Background: an optimization exercise with open tools, aiming at a short achievable clock period and few clock cycles per item. Do not read the settings as production practice. No run shown here included a check of the RTL's function; only the layout flow was run. Power and IR drop assume default switching activity.

==> design/flow/design.v <==
`timescale 1ns / 1ps
module cache_source(
clk,
rst,
PRead_request,
PWrite_request,
PRead_ready,
PWrite_done,
PWrite_data,
PRead_data,
PAddress,
MRead_request,
MWrite_request,
MRead_ready,
MWrite_done,
MWrite_data,
MRead_data,
MAddress
);
input clk;
input rst;
input PRead_request;
input PWrite_request;
input [7:0] PWrite_data;
input [7:0] PAddress;
output [7:0] PRead_data;
output PRead_ready;
output PWrite_done;
input MRead_ready;
input MWrite_done;
input [31:0] MRead_data;
output [7:0] MAddress;
output MRead_request;
output MWrite_request;
output [7:0] MWrite_data;
reg [31:0] blocks[7:0];
reg [2:0] tags[7:0];
reg [7:0] valid;
reg mrq, mwq, prr, pwd;
reg [7:0] prd, maddr, mwdata;
reg busy;
reg fill;       
reg wupd;       
reg whit;       
reg [7:0] line_q;    
reg [31:0] byte_q;   
reg [1:0] off_q;     
reg [31:0] mdata;    
wire [2:0] p_tag = PAddress[7:5];
wire [2:0] p_line = PAddress[4:2];
wire [7:0] line_dec = 8'd1 << p_line;
wire [31:0] byte_dec = 32'd1 << PAddress[4:0];
wire [7:0] match;
genvar g;
generate for (g = 0; g < 8; g = g + 1) begin : m
    assign match[g] = valid[g] & (tags[g] == p_tag);
end endgenerate
wire cache_hit = |(match & line_dec);
reg [7:0] cbyte;
integer k;
always @* begin
    cbyte = 8'h00;
    for (k = 0; k < 32; k = k + 1)
        cbyte = cbyte | ({8{byte_dec[k]}} & blocks[k / 4][8 * (k % 4) +: 8]);
end
wire [7:0] mbyte = MRead_data[8 * off_q +: 8];
wire idle = ~busy;
wire rd_answer = mrq & MRead_ready;
wire wr_answer = mwq & MWrite_done;
always @(posedge clk) begin
    if (rst) begin
        busy <= 1'b0;
        mrq <= 1'b0;
        mwq <= 1'b0;
        prr <= 1'b0;
        pwd <= 1'b0;
        fill <= 1'b0;
        wupd <= 1'b0;
    end else begin
        busy <= idle ? (PRead_request | PWrite_request) : ~(prr | pwd);
        mrq <= mrq ? ~MRead_ready : idle & PRead_request & ~cache_hit;
        mwq <= mwq ? ~MWrite_done : idle & PWrite_request;
        prr <= rd_answer | (idle & PRead_request & cache_hit);
        pwd <= wr_answer;
        fill <= rd_answer;
        wupd <= wr_answer & whit;
    end
    whit <= cache_hit;
    line_q <= line_dec;
    byte_q <= byte_dec;
    off_q <= PAddress[1:0];
    mdata <= MRead_data;
    maddr <= {PAddress[7:2], PAddress[1:0] & {2{PWrite_request}}};
    mwdata <= PWrite_data;
    prd <= busy ? mbyte : cbyte;
end
always @(posedge clk) begin
    if (rst)
        valid <= 8'h00;
    else if (fill)
        valid <= valid | line_q;
end
genvar i, b;
generate for (i = 0; i < 8; i = i + 1) begin : ln
    always @(posedge clk)
        if (fill & line_q[i])
            tags[i] <= maddr[7:5];
    for (b = 0; b < 4; b = b + 1) begin : by
        always @(posedge clk)
            if (fill & line_q[i])
                blocks[i][8 * b +: 8] <= mdata[8 * b +: 8];
            else if (wupd & byte_q[4 * i + b])
                blocks[i][8 * b +: 8] <= mwdata;
    end
end endgenerate
assign PRead_ready = prr;
assign PWrite_done = pwd;
assign MRead_request = mrq;
assign MWrite_request = mwq;
assign MWrite_data = mwdata;
assign MAddress = maddr;
assign PRead_data = prd;
endmodule
==> design/flow/run.sh <==
#!/bin/bash
# synth_recipe.tcl (not shown) runs the flow's synth.tcl, then flattens the netlist and writes it again
# the make line also repeats each setting of config.mk as NAME=value (left out here)
make -C /OpenROAD-flow-scripts/flow DESIGN_CONFIG=/design/flow/config.mk WORK_HOME=/design/flow/orfs CLKGATE_MAP_FILE= SYNTH_SCRIPT=/design/flow/synth_recipe.tcl finish
==> design/flow/config.mk <==
export PLATFORM = sky130hd
export DESIGN_NAME = cache_source
export DESIGN_NICKNAME = cache_source
export VERILOG_FILES = /design/flow/design.v
export SDC_FILE = /design/flow/constraint.sdc
export NUM_CORES = 4
export LEC_CHECK = 0
export ABC_CLOCK_PERIOD_IN_PS = 1000
export CAP_MARGIN = 20
export CORE_MARGIN = 2
export CORE_UTILIZATION = 40
export SETUP_SLACK_MARGIN = 3
export SLEW_MARGIN = 20
export TNS_END_PERCENT = 100
==> design/flow/constraint.sdc <==
create_clock -name core_clock -period 5.0 [get_ports {clk}]
set_input_delay 1.0000 -clock core_clock [delete_from_list [all_inputs] [get_ports {clk}]]
set_output_delay 1.0000 -clock core_clock [all_outputs]
set_load 0.01 [all_outputs]
==> results of run 1 <==
[through the flow]
stage	instances	setup WS (ns)	power, mW	cell area, sq um	hold WS, ns
after floorplan	1601	2.29	3.90	16800	0.406
after global placement	2122	1.07	4.15	17800	0.419
after detailed placement	2122	1.04	4.15	17900	0.420
after CTS	2263	2.58	7.50	20700	0.448
after global routing	2278	2.55	7.69	21000	0.455
final	2278	2.55	7.55	21000	0.437
[how the worst max path moves through the flow]
stage,slack [ns],to,startpoint
2_1_floorplan,2.29,prd[4],PAddress[0]
3_3_place_gp,1.07,prd[3],PAddress[3]
3_5_place_dp,1.04,prd[1],PAddress[3]
4_1_cts,2.58,prd[4],PAddress[0]
5_1_grt,2.55,prd[4],PAddress[0]
6_report,2.55,prd[4],PAddress[0]
[kinds of logic (layout without fill, tap and decap cells)]
| family | Yosys count | in the layout |
|---|---|---|
| AND/OR/NAND/NOR | 881 | 881 |
| flip-flops | 394 | 394 |
| buffers and inverters | 143 | 288 |
| AO/OA/AOI/OAI | 127 | 127 |
| multiplexers | 32 | 32 |
| XOR/XNOR | 24 | 24 |
[routing by layer]
layer  GRT usage  up-vias  part of all wire
met4       0.142        2             0.052
met1       0.466     6728              0.39
met3      0.0868      223              0.14
met2       0.466     1147              0.42
li1            -     5730                 -
met5           0        -           0.00017
[worst register-to-register path: cells and delay by family (launching register included)]
kind / cells / cell delay, ns
buffers and inverters: 2 / 0.78
AO/OA/AOI/OAI: 3 / 0.87
flip-flops: 1 / 0.29
AND/OR/NAND/NOR: 1 / 0.12
[synth_stat cells, drive strengths merged, types with 3 or more instances]
cell / instances
a221o: 6
nor2: 65
nand4: 19
mux2i: 13
a31oi: 6
dfxtp: 114
nor3: 4
nand2b: 9
inv: 11
edfxtp: 280
a21oi: 12
a211o: 3
and3b: 3
a221oi: 3
nand2: 663
a2bb2oi: 3
a22o: 12
a32o: 6
nor2b: 7
a22oi: 31
o41ai: 3
clkbuf: 69
or3b: 4
mux4: 10
and3: 16
and2: 4
nand3b: 8
nor3b: 4
o21ai: 12
o211ai: 3
nor4: 13
mux2: 9
buf: 53
a2111oi: 6
xor2: 24
nand3: 54
clkinv: 10
[registers in the layout, indices dropped and copies added (netlist names), 8 cells and up]
| register | cells |
|---|---|
| maddr | 8 |
| tags | 24 |
| valid | 8 |
| byte_q | 32 |
| prd | 8 |
| mdata | 32 |
| line_q | 8 |
| mwdata | 8 |
| blocks | 256 |
[power by group]
part	internal, mW	switching [mW]	total [mW]
registers	3.54	0.0978	3.64
clock network	1.97	1.34	3.31
logic	0.255	0.335	0.590
[cells in the final DEF (no fill, tap or decap), drive strengths merged, types with 15 or more instances in the layout]
cell,instances
nand3,54
nor2,65
nand4,19
a22oi,31
nand2,663
clkdlybuf4s50,45
and3,16
xor2,24
clkbuf,67
dfxtp,114
clkinv,15
edfxtp,280
buf,135
[timing repair]
item / 4_1_cts / 5_1_grt
pin swaps: 28 / 37
setup buffers: 57 / 15
gates resized for setup: 359 / 41
hold endpoints to repair: 0 / 0
endpoints found under the setup margin: 611 / 85
gates cloned: 6 / 0
[layout make-up]
class / instances / area (sq um) / share of cell area
Clock buffer: 67 / 1320 / 0.0629
Clock inverter: 11 / 133 / 0.00630
Sequential cell: 394 / 10800 / 0.511
Tap cell: 532 / 666 / 0.0316
Multi-Input combinational cell: 1064 / 5960 / 0.283
Inverter: 21 / 139 / 0.00660
Timing Repair Buffer: 189 / 2060 / 0.0981
==> results by group, run 1 <==
Run status
  • Outcome: finished clean

Setup path
  • Slowest stage delay, CP: 0.42 ns
  • R2R setup slack: 2.84 ns
  • CP Launch Type: primary input
  • Worst setup EP type: flip-flop
  • Crit-path slowest cell: or4_4
  • Reg2Reg Depth: 6
  • Max Fanout on Critical Path: 5
  • CP top delay family: compound AO/OA/AOI/OAI gates
  • Crit path top cell by count: buf_16
  • WP buf/inv: 2
  • Worst reg2reg endpoint: prd[6]
  • Worst setup path class: primary input to flip-flop
  • FF-to-FF Start: busy
  • CP arrival: 2.89 ns
  • Cell Chain, Critical Path: buf_16, buf_16, mux2_4, a32o_2, a221o_1, or4_4, o32a_1
  • Critical path depth in cells: 7
  • Critical Path RT: 5.44 ns

Final layout
  • # nets final: 1767
  • Finished Core Util: 0.513
  • Layout cells sized above 1: 0.211
  • Fill count: 3640
  • P&R area growth vs syn: 26.2%
  • # diodes: 0

Logic synthesis
  • Unique masters post-synth: 65
  • Area share of the largest cell type after synthesis: 0.505
  • Compound-Gate Fraction of Synth Area: 0.0584
  • Mux contribution to synthesized area: 0.0276
  • Synth Area in Adders: 0
  • Avg Cell Area, Syn: 10.4 sq um
  • Synth warn: 3
  • Post-Synthesis Cells: 1601
  • Combinational family with the most area after synthesis: simple AND/OR/NAND/NOR gates
  • Register area share after synthesis: 0.641
  • Number of synthesized flops with an enable pin: 280
  • Yosys reg bits: 394
  • Asr flop ratio synth: 0
  • Synth Flop Type: edfxtp_1
  • Synth Area in XOR/XNOR: 0.0126
  • Ranking of synthesized cells by area: edfxtp_1 (50%), nand2_1 (15%), dfxtp_1 (14%), nand3_1 (1.6%), nor2_1 (1.5%)
  • Syn Nets: 1655
  • Mapped cell area: 16700 sq um
  • Post-Synth Simple-Gate Area: 0.220
  • Yosys top cell by area: edfxtp_1

Global route
  • Vias in the first global route: 12659
  • Initial antenna violation count: 1
  • Largest net degree at the start of global routing: 38
  • Global-route wire length before repair: 98.4 mm
  • GRT Total Usage: 0.326
  • Overflow after GRT: 0

Routing
  • Drt pass-1 iters: 6
  • Routed WL: 71.3 mm
  • Vias: 13830
  • DRC viols: 0
  • DRT iter0 DRCs: 2185
  • Antenna Nets Post-Route: 0
  • Via density: 6.07
  • Wire per inst: 31.3 microns

STA
  • Pins Over Slew Limit: 0
  • Final setup vio count: 0
  • Crit path time final: 2.45 ns
  • Setup TNS: 0 ns
  • Final Skew: 0.0165 ns
  • RSZ-0062 raised after global routing: yes
  • Normalized max-slew margin: 0.375
  • Fin crit share: 0.490
  • Fmax: 408 MHz
  • Final hold viol count: 0
  • Least-Margin Pin Slew: 0.929 ns

Clock network
  • Clock Sinks: 394
  • CTS buffer count: 43
  • Hold Buf Count CTS: 0
  • Root buf cell: clkbuf_16
  • CTS Buffer Depth: 3
  • Clk pin slew, worst setup/hold paths: 0.06 ns
  • H-tree depth: 2
  • CTS tree: built
  • Clock latency at the later pin of the worst-skew pair: 0.56 ns

Die
  • Height of the die: 208 microns
  • # IOs: 82
  • Initial Utilization: 0.406
  • Floorplan core area: 41000 sq um
  • # rows: 74
  • Die Area: 43300 sq um
  • Chip Width: 208 microns

Min path
  • Worst Hold Path EP: wupd
  • Worst hold start: whit
  • Worst hold stages: 1
  • Worst Hold Class: flip-flop to flip-flop

Place
  • Buffers on Ports: 81
  • GPL Wtd Cong: 1.04
  • DP HPWL: 47.7 mm

Power
  • Leak: 8.14 nW
  • Max IR drop VDD: 306 uV
  • PD cells: 359 nW/um^2

Job
  • Max Cap Viol: 0
==> inputs of run 2 (changes only) <==
==> design/flow/config.mk (replaced) <==
export PLATFORM = sky130hd
export DESIGN_NAME = cache_source
export DESIGN_NICKNAME = cache_source
export VERILOG_FILES = /design/flow/design.v
export SDC_FILE = /design/flow/constraint.sdc
export NUM_CORES = 4
export LEC_CHECK = 0
export ABC_CLOCK_PERIOD_IN_PS = 500
export CAP_MARGIN = 20
export CORE_MARGIN = 2
export CORE_UTILIZATION = 40
export SETUP_SLACK_MARGIN = 2.5
export SLEW_MARGIN = 20
export TNS_END_PERCENT = 100
==> run 2 against run 1 <==
  * Still clean on timing, DRC and antenna
  * Non-clock buffer count down 72
  * Worst setup slack lost 0.066 ns
  * Register-to-register slack worse by 0.25 ns
  * Utilization down 3.6 points
  * Synthesized area unchanged
  * Count of clock-buffer cells in the layout decreased by 8
==> results by group, run 2 <==
Run status
  • Outcome: finished clean (unchanged)

Die
  • Height of the die: 208 microns (unchanged)
  • # rows: 74 (unchanged)
  • # IOs: 82 (unchanged)
  • Floorplan core area: 41000 sq um (unchanged)
  • Die Area: 43300 sq um (unchanged)
  • Initial Utilization: 0.406 (unchanged)
  • Chip Width: 208 microns (unchanged)

Setup path
  • Worst setup path class: primary input to flip-flop (unchanged)
  • Crit path from: PAddress[0] (unchanged)
  • CP arrival: 2.98 ns (was 2.89 ns)
  • Crit-path slowest cell: mux4_2 (was or4_4)
  • CP top delay family: compound AO/OA/AOI/OAI gates (unchanged)
  • FF-to-FF Start: fill (was busy)
  • Cell Chain, Critical Path: buf_12, buf_4, mux4_2, a221oi_1, nand4_1, o41a_1 (was buf_16, buf_16, mux2_4, a32o_2, a221o_1, or4_4, o32a_1)
  • R2R setup slack: 2.59 ns (was 2.84 ns)
  • Max Fanout on Critical Path: 18 (was 5)
  • Worst setup EP type: flip-flop (unchanged)
  • Slowest stage delay, CP: 0.60 ns (was 0.42 ns)
  • CP Launch Type: primary input (unchanged)
  • WP buf/inv: 2 (unchanged)
  • Critical Path RT: 5.46 ns (was 5.44 ns)

Place
  • Buffers on Ports: 81 (unchanged)
  • Dpl ws: 0.810 ns (was 1.04 ns)
  • Cell Area, Placed: 17800 sq um (was 17900 sq um)
  • DP HPWL: 44.8 mm (was 47.7 mm)
  • GPL Wtd Cong: 1.00 (was 1.04)
  • Placed cells: 2112 (was 2122)

Logic synthesis
  • Combinational family with the most area after synthesis: simple AND/OR/NAND/NOR gates (unchanged)
  • Synth Flop Type: edfxtp_1 (unchanged)
  • Yosys top cell by area: edfxtp_1 (unchanged)
  • Area share of the largest cell type after synthesis: 0.505 (unchanged)
  • Synth Area in Adders: 0 (unchanged)
  • Yosys reg bits: 394 (unchanged)
  • Top cells by count, synth: nand2_1 (663), edfxtp_1 (280), dfxtp_1 (114) (unchanged)
  • Mux contribution to synthesized area: 0.0276 (unchanged)
  • Avg Cell Area, Syn: 10.4 sq um (unchanged)
  • Compound-Gate Fraction of Synth Area: 0.0584 (unchanged)
  • Register area share after synthesis: 0.641 (unchanged)
  • Asr flop ratio synth: 0 (unchanged)
  • Unique masters post-synth: 65 (unchanged)
  • Synth warn: 3 (unchanged)
  • Post-Synthesis Cells: 1601 (unchanged)
  • Syn Nets: 1655 (unchanged)
  • Ranking of synthesized cells by area: edfxtp_1 (50%), nand2_1 (15%), dfxtp_1 (14%), nand3_1 (1.6%), nor2_1 (1.5%) (unchanged)
  • Number of synthesized flops with an enable pin: 280 (unchanged)
  • Mapped cell area: 16700 sq um (unchanged)
  • Post-Synth Simple-Gate Area: 0.220 (unchanged)
  • Synth Area in XOR/XNOR: 0.0126 (unchanged)
  • Top-count cell post-synth: nand2_1 (unchanged)

STA
  • Hold Slack: 0.423 ns (was 0.437 ns)
  • Pins Over Slew Limit: 0 (unchanged)
  • Final hold viol count: 0 (unchanged)
  • Final setup vio count: 0 (unchanged)
  • Worst setup margin: 2.48 ns (was 2.55 ns)
  • Least-Margin Pin Slew: 0.883 ns (was 0.929 ns)
  • Final Skew: 0.0361 ns (was 0.0165 ns)
  • Fin crit share: 0.503 (was 0.490)
  • RSZ-0062 raised after global routing: no (was yes)
  • Crit path time final: 2.52 ns (was 2.45 ns)
  • Setup TNS: 0 ns (unchanged)
  • Normalized max-slew margin: 0.410 (was 0.375)
  • Fmax: 397 MHz (was 408 MHz)

Global route
  • Overflow after GRT: 0 (unchanged)
  • Global-route wire length before repair: 89.0 mm (was 98.4 mm)
  • Initial antenna violation count: 1 (unchanged)
  • Largest net degree at the start of global routing: 37 (was 38)
  • Vias in the first global route: 11996 (was 12659)
  • GRT Total Usage: 0.290 (was 0.326)

Clock network
  • Clk pin slew, worst setup/hold paths: 0.07 ns (was 0.06 ns)
  • Root buf cell: clkbuf_16 (unchanged)
  • Clock Sinks: 394 (unchanged)
  • CTS tree: built (unchanged)
  • Clock latency at the later pin of the worst-skew pair: 0.58 ns (was 0.56 ns)
  • CTS Buffer Depth: 3 (unchanged)
  • H-tree depth: 2 (unchanged)
  • Hold Buf Count CTS: 0 (unchanged)
  • CTS buffer count: 43 (unchanged)

Final layout
  • Max FFs per register: 256 (unchanged)
  • Biggest regs: blocks: 256 flops, byte_q: 32 flops, mdata: 32 flops (unchanged)
  • Fill count: 3688 (was 3640)
  • P&R area growth vs syn: 17.4% (was 26.2%)
  • # nets final: 1695 (was 1767)
  • Most frequent cells in the layout: nand2_1 (661), edfxtp_1 (280), dfxtp_1 (101) (was nand2_1 (650), edfxtp_1 (280), dfxtp_1 (88))
  • Finished Layout Cells: 2207 (was 2278)
  • Final Cell Area: 19600 sq um (was 21000 sq um)
  • # diodes: 0 (unchanged)
  • Commonest non-fill, non-tap cell in the layout: nand2_1 (unchanged)
  • Register bank with the most flops: blocks (unchanged)
  • Layout cells sized above 1: 0.107 (was 0.211)

Routing
  • Metal-1 WL: 25.7 mm (was 27.9 mm)
  • Via density: 5.88 (was 6.07)
  • Uppermost layer routed: met4 (was met5)
  • Drt pass-1 iters: 6 (unchanged)
  • Vias: 12987 (was 13830)
  • DRC viols: 0 (unchanged)
  • Wire per inst: 28.5 microns (was 31.3 microns)
  • Routed WL: 62.8 mm (was 71.3 mm)
  • Antenna Nets Post-Route: 0 (unchanged)
  • Routed length on met3: 8.33 mm (was 9.92 mm)
  • Met2 routed WL: 26.9 mm (was 29.7 mm)
  • DRT iter0 DRCs: 1943 (was 2185)

Power
  • Max IR drop VDD: 279 uV (was 306 uV)
  • Leak: 7.49 nW (was 8.14 nW)
  • PD cells: 382 nW/um^2 (was 359 nW/um^2)

Min path
  • Worst Hold Class: flip-flop to flip-flop (unchanged)
  • Worst hold start: whit (unchanged)

Job
  • Max Cap Viol: 0 (unchanged)
run 2: cell types whose count changed in the layout (fill, tap and decap cells not counted), moves of 13 or more:
cell,before,now
dfxtp_1,88,101
nor2_1,43,61
clkdlybuf4s50_1,45,64
buf_4,69,30
buf_6,48,5
run 2: worst paths after layout:
path | to | depth (start not counted)
max | prd[6] | 6
min | wupd | 1
max reg2reg | blocks[0][15] | 2
min reg2reg | wupd | 1
run 2: through the flow:
step           power [mW]  utilization
5_1_grt              7.64        0.477
3_5_place_dp         4.13        0.433
4_1_cts              7.46        0.476
6_report             7.47        0.477
2_1_floorplan        3.89            -
3_3_place_gp         4.12        0.432
run 2: area by class of cell:
cell class,count,area (sq um),share of cell area
Clock inverter,20,250,0.0128
Inverter,21,103,0.00524
Sequential cell,394,10700,0.549
Tap cell,532,666,0.0340
Multi-Input combinational cell,1064,5400,0.276
Timing Repair Buffer,117,1160,0.0593
Clock buffer,59,1260,0.0644
run 2: logic make-up (layout without fill, tap and decap cells):
family	count (synthesis)	after routing
xor gates and xnor gates	24	24
muxes	32	32
AOI/OAI and AO/OA	127	127
buffers and inverters	143	217
and+or+nand+nor	881	881
DFF	394	394
run 2: metal layers:
layer	GRT usage	vias to the layer above
li1	-	5588
met1	0.424	6303
met2	0.424	956
met3	0.0761	140
met4	0.0811	0
met5	0	-
run 2: where the power goes:
| group | total [mW] | switching (mW) | internal [mW] |
|---|---|---|---|
| Sequential | 3.64 | 0.0954 | 3.54 |
| Clock | 3.39 | 1.35 | 2.03 |
| Combinational | 0.448 | 0.272 | 0.176 |
run 2: worst reg2reg max path, cell delays in order, from the launching register on:
cell and delay, ns:
dfxtp_1 0.66, nand2_1 0.61, nand2_1 0.76
run 2: repair_timing:
item | in CTS | in global routing
buffers inserted | 16 | 0
resized for setup | 80 | 13
endpoints found under the setup margin | 275 | 10

==> afterwards: timing with drivers on the ports <==
No port has a modelled driver above. Below, the same layouts with a new extraction and two added sets of constraints. Step 1 (the two cells are an assumption about what drives the block):
set clk [get_ports {clk}]
set_driving_cell -lib_cell sky130_fd_sc_hd__clkbuf_16 $clk
set_driving_cell -lib_cell sky130_fd_sc_hd__buf_2 [delete_from_list [all_inputs] $clk]
Step 2 times the ports against the registers' clock, not the clock port: input delays grow and output delays shrink by t, the midpoint of the rising clock arrivals with the driver on. a / b / c = no drivers / after step 1 / after step 2; a / b = the first two.
run | t, ns | setup slack, ns | worst register clock-pin slew, ns | pins driven straight from the clock port
run 1 | 0.614 | 2.549 / 2.390 / 1.776 | 0.07 / 0.07 | 1
run 2 | 0.609 | 2.483 / 2.457 / 1.848 | 0.07 / 0.07 | 1
After both steps setup and hold are still met in every run listed. The setup slack of run 1, which loses most, moves by -0.159 ns with the drivers and by -0.773 ns with both steps.
